Context: an optimization exercise on an open-source flow, tuned for small area, a short achievable clock period and few clock cycles. The choices shown serve that exercise and are no tape-out recipe.
Where RTL was checked, it was by simulation tests only, not by an equivalence proof against the original.
Power figures rest on the tool's default switching activity, not on a simulated workload.

==> inputs of run X <==
Design mips_cpu, start of the top module:
module mips_cpu (
	input  wire        clk,
	input  wire        rst,
	output wire [31:0] imem_addr,
	input  wire [31:0] imem_data,
	output wire        dmem_ren,
	output wire        dmem_wen,
	output wire [31:0] dmem_addr,
	output wire [31:0] dmem_wdata,
	input  wire [31:0] dmem_rdata
);
==> flow/config.mk <==
export PLATFORM = sky130hd
export DESIGN_NAME = mips_cpu
export DESIGN_NICKNAME = mips_cpu
export VERILOG_FILES = /design/flow/design.v
export SDC_FILE = /design/flow/constraint.sdc
export NUM_CORES = 4
export LEC_CHECK = 0
export CAP_MARGIN = 20
export CORE_MARGIN = 2
export CORE_UTILIZATION = 40
export SLEW_MARGIN = 20
==> flow/constraint.sdc <==
create_clock -name core_clock -period 11.0 [get_ports {clk}]
set_input_delay 2.2000 -clock core_clock [delete_from_list [all_inputs] [get_ports {clk}]]
set_output_delay 2.2000 -clock core_clock [all_outputs]
set_load 0.01 [all_outputs]
standard.sh (not shown) runs the stock make flow with config.mk's settings and CLKGATE_MAP_FILE= SYNTH_SCRIPT=/design/flow/synth_recipe.tcl, a recipe that flattens the netlist after the stock synthesis.
==> flow/flow/run.sh <==
#!/bin/bash
# The standard layout, with timing repair aiming for 7 ns of setup slack.
set -euo pipefail
bash standard.sh SETUP_SLACK_MARGIN=7 finish > standard_make.log 2>&1
==> run P: changes against run X <==
==> flow/design.v (replaced) <==
localparam
	OP_R     = 6'b000000,
	OP_J     = 6'b000010,
	OP_JAL   = 6'b000011,
	OP_BEQ   = 6'b000100,
	OP_BNE   = 6'b000101,
	OP_ADDI  = 6'b001000,
	OP_ADDIU = 6'b001001,
	OP_SLTI  = 6'b001010,
	OP_SLTIU = 6'b001011,
	OP_ANDI  = 6'b001100,
	OP_ORI   = 6'b001101,
	OP_XORI  = 6'b001110,
	OP_LUI   = 6'b001111,
	OP_LW    = 6'b100011,
	OP_SW    = 6'b101011;
`timescale 1ns / 1ps
module alu (
	input  wire [31:0] a,
	input  wire [31:0] b,         
	input  wire        sub,       
	input  wire [4:0]  sa,
	input  wire        shv,       
	input  wire        sh16,      
	input  wire        shr,       
	input  wire [2:0]  sel,       
	output wire [31:0] sum,       
	output reg  [31:0] result
);
	localparam SEL_SUM = 3'd0, SEL_AND = 3'd1, SEL_OR = 3'd2, SEL_XOR = 3'd3,
	           SEL_NOR = 3'd4, SEL_SLT = 3'd5, SEL_SLTU = 3'd6, SEL_SH = 3'd7;
	wire [32:0] s33 = {1'b0, a} + {1'b0, sub ? ~b : b} + {32'd0, sub};
	assign sum = s33[31:0];
	wire ltu = ~s33[32];
	wire lts = (a[31] ^ b[31]) ? a[31] : s33[31];
	wire [31:0] amt = shv ? a : {27'd0, sh16 ? 5'd16 : sa};
	wire big = |amt[31:5];
	wire [31:0] brev;
	genvar i;
	generate for (i = 0; i < 32; i = i + 1) begin : rev
		assign brev[i] = b[31 - i];
	end endgenerate
	wire [31:0] sin = shr ? b : brev;
	wire [31:0] sr = sin >> amt[4:0];
	wire [31:0] srev;
	generate for (i = 0; i < 32; i = i + 1) begin : rev2
		assign srev[i] = sr[31 - i];
	end endgenerate
	wire [31:0] sh = big ? 32'd0 : (shr ? sr : srev);
	always @(*) begin
		case (sel)
			SEL_SUM:  result = sum;
			SEL_AND:  result = a & b;
			SEL_OR:   result = a | b;
			SEL_XOR:  result = a ^ b;
			SEL_NOR:  result = ~(a | b);
			SEL_SLT:  result = {31'd0, lts};
			SEL_SLTU: result = {31'd0, ltu};
			default:  result = sh;
		endcase
	end
endmodule
`timescale 1ns / 1ps
module regFile(
	input  wire        clk,
	input  wire        wreg,
	input  wire [4:0]  n1, n2,
	input  wire [4:0]  writeReg,
	input  wire [31:0] regData,
	output wire [31:0] op1, op2
);
	reg [31:0] mem [31:1];
	always @(posedge clk)
		if (wreg && writeReg != 0)
			mem[writeReg] <= regData;
	assign op1 = (n1 == 0) ? 32'd0 : mem[n1];
	assign op2 = (n2 == 0) ? 32'd0 : mem[n2];
endmodule
`timescale 1ns / 1ps
module mips_cpu (
	input  wire        clk,
	input  wire        rst,
	output wire [31:0] imem_addr,
	input  wire [31:0] imem_data,
	output wire        dmem_ren,
	output wire        dmem_wen,
	output wire [31:0] dmem_addr,
	output wire [31:0] dmem_wdata,
	input  wire [31:0] dmem_rdata
);
localparam
	OP_R     = 6'b000000,
	OP_J     = 6'b000010,
	OP_JAL   = 6'b000011,
	OP_BEQ   = 6'b000100,
	OP_BNE   = 6'b000101,
	OP_ADDI  = 6'b001000,
	OP_ADDIU = 6'b001001,
	OP_SLTI  = 6'b001010,
	OP_SLTIU = 6'b001011,
	OP_ANDI  = 6'b001100,
	OP_ORI   = 6'b001101,
	OP_XORI  = 6'b001110,
	OP_LUI   = 6'b001111,
	OP_LW    = 6'b100011,
	OP_SW    = 6'b101011;
	wire [5:0] fop = imem_data[31:26];
	wire [5:0] ffn = imem_data[5:0];
	wire [4:0] frs = imem_data[25:21];
	wire [4:0] frt = imem_data[20:16];
	wire [4:0] frd = imem_data[15:11];
	wire r_type  = fop == OP_R;
	wire f_add   = r_type && (ffn == 6'b100000 || ffn == 6'b100001);
	wire f_sub   = r_type && (ffn == 6'b100010 || ffn == 6'b100011);
	wire f_and   = r_type && ffn == 6'b100100;
	wire f_or    = r_type && ffn == 6'b100101;
	wire f_xor   = r_type && ffn == 6'b100110;
	wire f_nor   = r_type && ffn == 6'b100111;
	wire f_slt   = r_type && ffn == 6'b101010;
	wire f_sltu  = r_type && ffn == 6'b101011;
	wire f_shift = r_type && ffn[5:3] == 3'b000 && ffn[1:0] != 2'b01;
	wire f_jr    = r_type && ffn == 6'b001000;
	wire i_addi  = fop == OP_ADDI || fop == OP_ADDIU;
	wire i_slti  = fop == OP_SLTI;
	wire i_sltiu = fop == OP_SLTIU;
	wire i_andi  = fop == OP_ANDI;
	wire i_ori   = fop == OP_ORI;
	wire i_xori  = fop == OP_XORI;
	wire i_lui   = fop == OP_LUI;
	wire i_lw    = fop == OP_LW;
	wire i_sw    = fop == OP_SW;
	wire i_beq   = fop == OP_BEQ;
	wire i_bne   = fop == OP_BNE;
	wire i_j     = fop == OP_J;
	wire i_jal   = fop == OP_JAL;
	wire r_write = f_add | f_sub | f_and | f_or | f_xor | f_nor | f_slt | f_sltu | f_shift;
	wire i_write = i_addi | i_slti | i_sltiu | i_andi | i_ori | i_xori | i_lui | i_lw;
	wire [4:0] f_waddr = i_jal ? 5'd31 : (r_type ? frd : frt);
	wire f_wen = (r_write | i_write | i_jal) && f_waddr != 5'd0;
	wire [2:0] f_sel =
		(f_and | i_andi) ? 3'd1 :
		(f_or  | i_ori)  ? 3'd2 :
		(f_xor | i_xori) ? 3'd3 :
		f_nor            ? 3'd4 :
		(f_slt | i_slti | i_sltiu) ? 3'd5 :
		f_sltu           ? 3'd6 :
		(f_shift | i_lui) ? 3'd7 : 3'd0;
	reg [25:0] ir;       
	reg [31:0] pc1;      
	reg [31:0] ra;       
	reg [31:0] rb;       
	reg        x_rb;     
	reg        x_zimm;   
	reg        x_sub;
	reg [2:0]  x_sel;
	reg        x_shv, x_shr, x_lui;
	reg        x_wen;
	reg [4:0]  x_waddr;
	reg        x_lw, x_sw, x_beq, x_bne, x_jump, x_jr, x_jal;
	wire [31:0] simm = {{16{ir[15]}}, ir[15:0]};
	wire [31:0] bimm = {{16{ir[15] & ~x_zimm}}, ir[15:0]};
	wire [31:0] alu_b = x_rb ? rb : bimm;
	wire [31:0] sum, alu_out;
	alu ALU (
		.a(ra), .b(alu_b), .sub(x_sub),
		.sa(ir[10:6]), .shv(x_shv), .sh16(x_lui), .shr(x_shr),
		.sel(x_sel),
		.sum(sum), .result(alu_out)
	);
	wire [31:0] wdata = x_lw ? dmem_rdata : (x_jal ? pc1 + 32'd1 : alu_out);
	assign dmem_ren   = x_lw;
	assign dmem_wen   = x_sw;
	assign dmem_addr  = ra + simm;
	assign dmem_wdata = rb;
	wire taken = (x_beq && ra == rb) || (x_bne && ra != rb);
	assign imem_addr = taken ? pc1 + simm : pc1;
	wire [31:0] pcx = pc1 - 32'd1;
	wire [31:0] jtarget = x_jr ? ra : {26'd0, pcx[31:26]} + {6'd0, ir[25:0]};
	wire [31:0] rf_a, rf_b;
	regFile REGFILE (
		.clk(clk), .wreg(x_wen), .n1(frs), .n2(frt),
		.writeReg(x_waddr), .regData(wdata), .op1(rf_a), .op2(rf_b)
	);
	always @(posedge clk) begin
		ra      <= (x_wen && x_waddr == frs) ? wdata : rf_a;
		rb      <= (x_wen && x_waddr == frt) ? wdata : rf_b;
		ir      <= imem_data[25:0];
		x_rb    <= r_type;
		x_zimm  <= i_andi | i_ori | i_xori | i_sltiu | i_lui;
		x_sub   <= f_sub | f_slt | f_sltu | i_slti | i_sltiu;
		x_sel   <= f_sel;
		x_shv   <= r_type & ffn[2];
		x_shr   <= r_type & ffn[1];
		x_lui   <= i_lui;
		x_waddr <= f_waddr;
		x_jr    <= f_jr;
		x_jal   <= i_jal;
		x_lw    <= i_lw;
		if (rst) begin
			pc1    <= 32'd0;
			x_wen  <= 1'b0;
			x_sw   <= 1'b0;
			x_beq  <= 1'b0;
			x_bne  <= 1'b0;
			x_jump <= 1'b0;
		end else begin
			pc1    <= x_jump ? jtarget : imem_addr + 32'd1;
			x_wen  <= f_wen;
			x_sw   <= i_sw;
			x_beq  <= i_beq;
			x_bne  <= i_bne;
			x_jump <= i_j | i_jal | f_jr;
		end
	end
endmodule
==> flow/run.sh (new file) <==
#!/bin/bash
# synth_recipe.tcl (not shown) runs the flow's synth.tcl, then flattens the netlist and writes it again
# the make line also repeats each setting of config.mk as NAME=value (left out here)
make -C /OpenROAD-flow-scripts/flow DESIGN_CONFIG=/design/flow/config.mk WORK_HOME=/design/flow/orfs CLKGATE_MAP_FILE= SYNTH_SCRIPT=/design/flow/synth_recipe.tcl finish
Settings changed: ABC_CLOCK_PERIOD_IN_PS from default to 4000, SETUP_SLACK_MARGIN from default to 5.
removed: flow/flow/run.sh
removed: flow/standard.sh
==> notes <==
Run X produced a clean layout. Run P completed without violations.
In run P the fmax is smaller than in run X, by 28%.
In run P the synthesized cell count is lower than in run X, by about 10%.
Of run P and run X, run P has the higher die area (gap about 3.5%, measured against run X).
In run P the core utilization is lower than in run X, by 4.0 points.
Worst hold slack: run P is better than run X (0.31 ns).
First-iteration DRC count: run P is lower than run X (52%).
Against run P, the clock-buffer cell count of run X is lower by 18.
Between run P and run X, the lower register-to-register slack is in run P (gap 1.7 ns).
Against run P, the combinational power of run X is larger by 17%.
Against run P, the non-clock buffer count of run X is higher by 239.
Testbench counts of run P, summed over its fixed seeds: cycles 23,866.
No functional check of the RTL was part of run X.

re-timing with driven ports:
In the flow no input, the clock included, has a driving cell. The finished layouts below were timed again as built, in two steps.
Step 1: set_driving_cell puts a clkbuf_16 on clk and a buf_2 on each other input, an assumption about the parent block.
Step 2 times the ports against the registers' clock, not the clock port: input delays grow and output delays shrink by t, the midpoint of the rising clock arrivals with the driver on.
a / b / c = ideal / step 1 / step 2; a / b = the first two.
run | t (ns) | slack for setup (ns) | worst hold slack (ns) | worst setup path at the end
run X | 0.885 | 6.645 / 6.677 / 5.793 | 0.400 / 0.400 / 0.400 | input to register
run P | 0.839 | 4.931 / 4.849 / 4.875 | 0.707 / 0.707 / 0.707 | input to register
After both steps every run listed still meets setup and hold. For run X, which loses most, drivers alone change the setup slack by +0.032 ns; drivers and shift together by -0.852 ns.
